This is an optimization exercise on Yosys and OpenROAD, whose aim is small area, a short achievable clock period and few clock cycles, not a production implementation. The RTL was checked by simulation tests, not by an equivalence proof against the original design.

==> flow/design.v <==
module HT_TOP(
    clk,
    rst_n,
    in_valid,
    in_weight,
    out_mode,
    out_valid,
    out_code
);
input clk, rst_n, in_valid, out_mode;
input [2:0] in_weight;
output out_valid, out_code;
integer i;
function lt5;
    input [4:0] a, b;
    integer n;
    reg r;
    begin
        r = 1'b0;
        for (n = 0; n < 5; n = n + 1)
            r = (~a[n] & b[n]) | ((~a[n] | b[n]) & r);
        lt5 = r;
    end
endfunction
reg       iv_r;
reg [2:0] w_in;
reg       mode;
reg [3:0] s;
reg       inbody;
reg       ov_r, oc_r;
reg [2:0] w1, w2, w3;
reg [3:0] w4, w5, w6;
reg [4:0] w7;
wire [4:0] w [1:7];
assign w[1] = {2'b0, w1};
assign w[2] = {2'b0, w2};
assign w[3] = {2'b0, w3};
assign w[4] = {1'b0, w4};
assign w[5] = {1'b0, w5};
assign w[6] = {1'b0, w6};
assign w[7] = w7;
reg [2:0] pos [0:4];
reg [6:0] c   [0:4];
wire in_ph  = ~s[3] & iv_r;
wire mg_ph  = s[3] & ~(s[2] & s[1]);
wire out_ph = s[3] & s[2] & s[1] & ~s[0];
wire upd    = in_ph | mg_ph;
wire [2:0] k = s[2:0];
reg [7:0] force_lo;
reg [5:0] kh;
always @(*) begin
    case (s)
        4'd0:  force_lo = 8'b1111_1111;
        4'd1:  force_lo = 8'b0111_1111;
        4'd2:  force_lo = 8'b0011_1111;
        4'd3:  force_lo = 8'b0001_1111;
        4'd4:  force_lo = 8'b0000_1111;
        4'd5:  force_lo = 8'b0000_0111;
        4'd6:  force_lo = 8'b0000_0011;
        4'd7:  force_lo = 8'b0000_0001;
        4'd8:  force_lo = 8'b0000_0011;
        4'd9:  force_lo = 8'b0000_0111;
        4'd10: force_lo = 8'b0000_1111;
        4'd11: force_lo = 8'b0001_1111;
        4'd12: force_lo = 8'b0011_1111;
        default: force_lo = 8'b0111_1111;
    endcase
    case (s)
        4'd8:  kh = 6'b000001;
        4'd9:  kh = 6'b000010;
        4'd10: kh = 6'b000100;
        4'd11: kh = 6'b001000;
        4'd12: kh = 6'b010000;
        4'd13: kh = 6'b100000;
        default: kh = 6'b000000;
    endcase
end
reg  [4:0] xr;
wire [4:0] x = s[3] ? xr : {2'b0, w_in};
reg [8:0] lt;
always @(*) begin
    lt[0] = 1'b1;
    for (i = 1; i < 8; i = i + 1)
        lt[i] = force_lo[i] | lt5(w[i], x);
    lt[8] = 1'b0;
end
wire [2:0] p;
assign p[2] = lt[4];
assign p[1] = lt[6] | (lt[2] & ~lt[4]);
assign p[0] = lt[7] | (lt[5] & ~lt[6]) | (lt[3] & ~lt[4]) | (lt[1] & ~lt[2]);
reg [4:0] wm, wm1;
reg       ltm1;
always @(*) begin
    case (s)
        4'd8:  begin wm = w[2]; wm1 = w[3]; ltm1 = lt[3]; end
        4'd9:  begin wm = w[3]; wm1 = w[4]; ltm1 = lt[4]; end
        4'd10: begin wm = w[4]; wm1 = w[5]; ltm1 = lt[5]; end
        4'd11: begin wm = w[5]; wm1 = w[6]; ltm1 = lt[6]; end
        4'd12: begin wm = w[6]; wm1 = w[7]; ltm1 = lt[7]; end
        default: begin wm = w[1]; wm1 = w[2]; ltm1 = lt[2]; end
    endcase
end
wire [4:0] xr_nxt = wm + (ltm1 ? wm1 : x);
reg [2:0] arr [0:4];
always @(*) begin
    arr[0] = 3'd4;
    arr[1] = mode ? 3'd2 : 3'd5;
    arr[2] = mode ? 3'd5 : 3'd6;
    arr[3] = mode ? 3'd0 : 3'd7;
    arr[4] = mode ? 3'd1 : 3'd3;
end
reg [2:0] pdec [0:4];
reg [2:0] npos [0:4];
reg       rem  [0:4];
reg       bit0 [0:4];
always @(*) begin
    for (i = 0; i < 5; i = i + 1) begin
        case (pos[i])
            3'd0: pdec[i] = 3'd7;
            3'd1: pdec[i] = 3'd0;
            3'd2: pdec[i] = 3'd1;
            3'd3: pdec[i] = 3'd2;
            3'd4: pdec[i] = 3'd3;
            3'd5: pdec[i] = 3'd4;
            3'd6: pdec[i] = 3'd5;
            default: pdec[i] = 3'd6;
        endcase
        rem[i]  = mg_ph & force_lo[pos[i]];
        bit0[i] = ~(pos[i][0] ^ k[0]);
        if ((in_ph & (k == arr[i])) | rem[i]) npos[i] = p;
        else if (lt[pos[i]]) npos[i] = pdec[i];
        else npos[i] = pos[i];
    end
end
wire cur_done = inbody ? (c[0][6:1] == 6'd1) : (c[0] == 7'd1);
wire rot      = out_ph & cur_done;
always @(posedge clk or negedge rst_n) begin
    if (!rst_n) begin
        iv_r <= 1'b0;
        s    <= 4'd0;
        ov_r <= 1'b0;
        oc_r <= 1'b0;
    end else begin
        iv_r <= in_valid;
        if (upd) s <= s + 4'd1;
        if (kh[5]) begin
            ov_r <= 1'b1;
            oc_r <= ~npos[0][0];
        end else if (out_ph) begin
            if (cur_done) begin
                if (c[1] == 7'd0) begin
                    s    <= 4'd0;
                    ov_r <= 1'b0;
                    oc_r <= 1'b0;
                end else
                    oc_r <= ~pos[1][0];
            end else
                oc_r <= inbody ? c[0][1] : c[0][0];
        end
    end
end
always @(posedge clk) begin
    w_in <= in_weight;
    if (in_valid & ~iv_r) mode <= out_mode;
    if (upd) xr <= xr_nxt;
    if (kh[5] | rot) inbody <= 1'b0;
    else if (out_ph) inbody <= 1'b1;
    if (upd) begin
        w1 <= lt[2] ? w[2][2:0] : (lt[1] ? x[2:0] : w1);
        w2 <= lt[3] ? w[3][2:0] : (lt[2] ? x[2:0] : w2);
        w3 <= lt[4] ? w[4][2:0] : (lt[3] ? x[2:0] : w3);
        w4 <= lt[5] ? w[5][3:0] : (lt[4] ? x[3:0] : w4);
        w5 <= lt[6] ? w[6][3:0] : (lt[5] ? x[3:0] : w5);
        w6 <= lt[7] ? w[7][3:0] : (lt[6] ? x[3:0] : w6);
        w7 <= lt[7] ? x : w7;
    end
    for (i = 0; i < 5; i = i + 1) begin
        if (upd) pos[i] <= npos[i];
        else if (rot && i < 4) pos[i][0] <= pos[i + 1][0];
        if (in_ph) c[i] <= 7'd1;
        else if (rem[i]) c[i] <= {c[i][5:0], bit0[i]};
        else if (rot) c[i] <= (i < 4) ? c[i + 1] : 7'd0;
        else if (i == 0 && out_ph && inbody) c[i] <= c[i] >> 1;
    end
end
assign out_valid = ov_r;
assign out_code  = oc_r;
endmodule
export LEC_CHECK = 0
export ABC_AREA = 1
export CAP_MARGIN = 20
export CELL_PAD_IN_SITES_DETAIL_PLACEMENT = 2
export CELL_PAD_IN_SITES_GLOBAL_PLACEMENT = 2
export CORE_MARGIN = 2
export CORE_UTILIZATION = 25
export PLACE_DENSITY = 0.3
export SLEW_MARGIN = 20
create_clock -name core_clock -period 20.0 [get_ports {clk}]
standard.sh (not shown) runs the stock make flow with config.mk's settings and CLKGATE_MAP_FILE= SYNTH_SCRIPT=/design/flow/synth_recipe.tcl, a recipe that flattens the netlist after the stock synthesis.
==> flow/flow/run.sh <==
#!/bin/bash
# The standard layout (the standard.sh, unchanged synthesis), with a
# faster buffer on the ports than the one buffer_ports picks by default.
set -euo pipefail
export BUFFER_PORTS_ARGS="-buffer_cell sky130_fd_sc_hd__buf_4"
bash standard.sh > standard_flow.log 2>&1
The baseline ran to the end with no violations.
Testbench counts at the start, summed over its fixed seeds: cycles 38,938.
Next try:
--- a/flow/config.mk
+++ b/flow/config.mk
@@ -11,5 +11,7 @@
 export CELL_PAD_IN_SITES_GLOBAL_PLACEMENT = 2
 export CORE_MARGIN = 2
-export CORE_UTILIZATION = 25
-export PLACE_DENSITY = 0.3
+export CORE_UTILIZATION = 50
+export CTS_CLUSTER_DIAMETER = 300
+export CTS_CLUSTER_SIZE = 60
+export PLACE_DENSITY = 0.6
 export SLEW_MARGIN = 20
Result: With this change the flow died in 3_1_place_gp_skip_io with GPL-0301. Synthesized cell count is unchanged. Area after synthesis stays the same.
Next try:
==> flow/config.mk (replaced) <==
export PLATFORM = sky130hd
export DESIGN_NAME = HT_TOP
export DESIGN_NICKNAME = HT_TOP
export VERILOG_FILES = /design/flow/design.v
export SDC_FILE = /design/flow/constraint.sdc
export NUM_CORES = 4
export LEC_CHECK = 0
export CAP_MARGIN = 20
export CELL_PAD_IN_SITES_DETAIL_PLACEMENT = 2
export CELL_PAD_IN_SITES_GLOBAL_PLACEMENT = 2
export CORE_MARGIN = 2
export CORE_UTILIZATION = 25
export PLACE_DENSITY = 0.3
export SLEW_MARGIN = 20
After rerunning: The new run finished clean. Area after synthesis is higher by 5.7%. Synthesized cell count goes down by 8.5%.
Next try:
--- a/flow/config.mk
+++ b/flow/config.mk
@@ -6,4 +6,5 @@
 export NUM_CORES = 4
 export LEC_CHECK = 0
+export ABC_AREA = 1
 export CAP_MARGIN = 20
 export CELL_PAD_IN_SITES_DETAIL_PLACEMENT = 2
@@ -11,4 +12,5 @@
 export CORE_MARGIN = 2
 export CORE_UTILIZATION = 25
+export CTS_BUF_LIST = sky130_fd_sc_hd__clkbuf_8
 export PLACE_DENSITY = 0.3
 export SLEW_MARGIN = 20
What happened:
- wire length is lower by about a fifth
- area after synthesis drops by a few percent
- cell count rose by a little under a tenth
- setup slack degrades by 0.015 ns
- cell area falls by a few percent
- global-route usage falls by 1.2 points
- critical path depth does not change
- non-clock buffer count drops by 8
Next try:
==> flow/run.sh (new file) <==
#!/bin/bash
# synth_recipe.tcl (not shown) runs the flow's synth.tcl, then flattens the netlist and writes it again
# the make line also repeats each setting of config.mk as NAME=value (left out here)
make -C /OpenROAD-flow-scripts/flow DESIGN_CONFIG=/design/flow/config.mk WORK_HOME=/design/flow/orfs CLKGATE_MAP_FILE= SYNTH_SCRIPT=/design/flow/synth_recipe.tcl finish
--- a/flow/config.mk
+++ b/flow/config.mk
@@ -6,5 +6,4 @@
 export NUM_CORES = 4
 export LEC_CHECK = 0
-export ABC_AREA = 1
 export CAP_MARGIN = 20
 export CELL_PAD_IN_SITES_DETAIL_PLACEMENT = 2
@@ -12,5 +11,4 @@
 export CORE_MARGIN = 2
 export CORE_UTILIZATION = 25
-export CTS_BUF_LIST = sky130_fd_sc_hd__clkbuf_8
 export PLACE_DENSITY = 0.3
 export SLEW_MARGIN = 20
removed: flow/flow/run.sh
removed: flow/standard.sh
Outcome:
- flip-flop and latch count does not change
- worst setup slack gets worse by 0.33 ns
- maximum frequency goes down by a few percent
- hold slack gets better by 0.0076 ns

## static timing again, ports no longer ideal
In the flow no input, the clock included, has a driving cell. The finished layouts below were timed again as built, in two steps.
Step 1 assumes that a clkbuf_16 drives the clock port and a buf_2 every other input.
Step 2 also shifts input and output timing later by t, the mid clock arrival at the registers, as if the neighbouring blocks saw the same clock.
Slacks: ideal ports / drivers / drivers and shift; pairs: ideal ports / drivers.
run | t, ns | setup WS [ns] | hold WS [ns] | worst setup path at the end | worst data-port slew with drivers (ns)
the first run | 0.404 | 15.109 / 15.062 / 15.443 | 0.468 / 0.468 / 0.468 | input to register | 0.04
the third run | 0.406 | 15.084 / 15.038 / 15.171 | 0.474 / 0.474 / 0.474 | register to register | 0.05
the fourth run | 0.427 | 15.069 / 15.026 / 15.451 | 0.473 / 0.473 / 0.473 | input to register | 0.04
the fifth run | 0.403 | 14.739 / 14.691 / 14.824 | 0.480 / 0.480 / 0.480 | register to register | 0.04
After both steps every run listed still meets setup and hold.
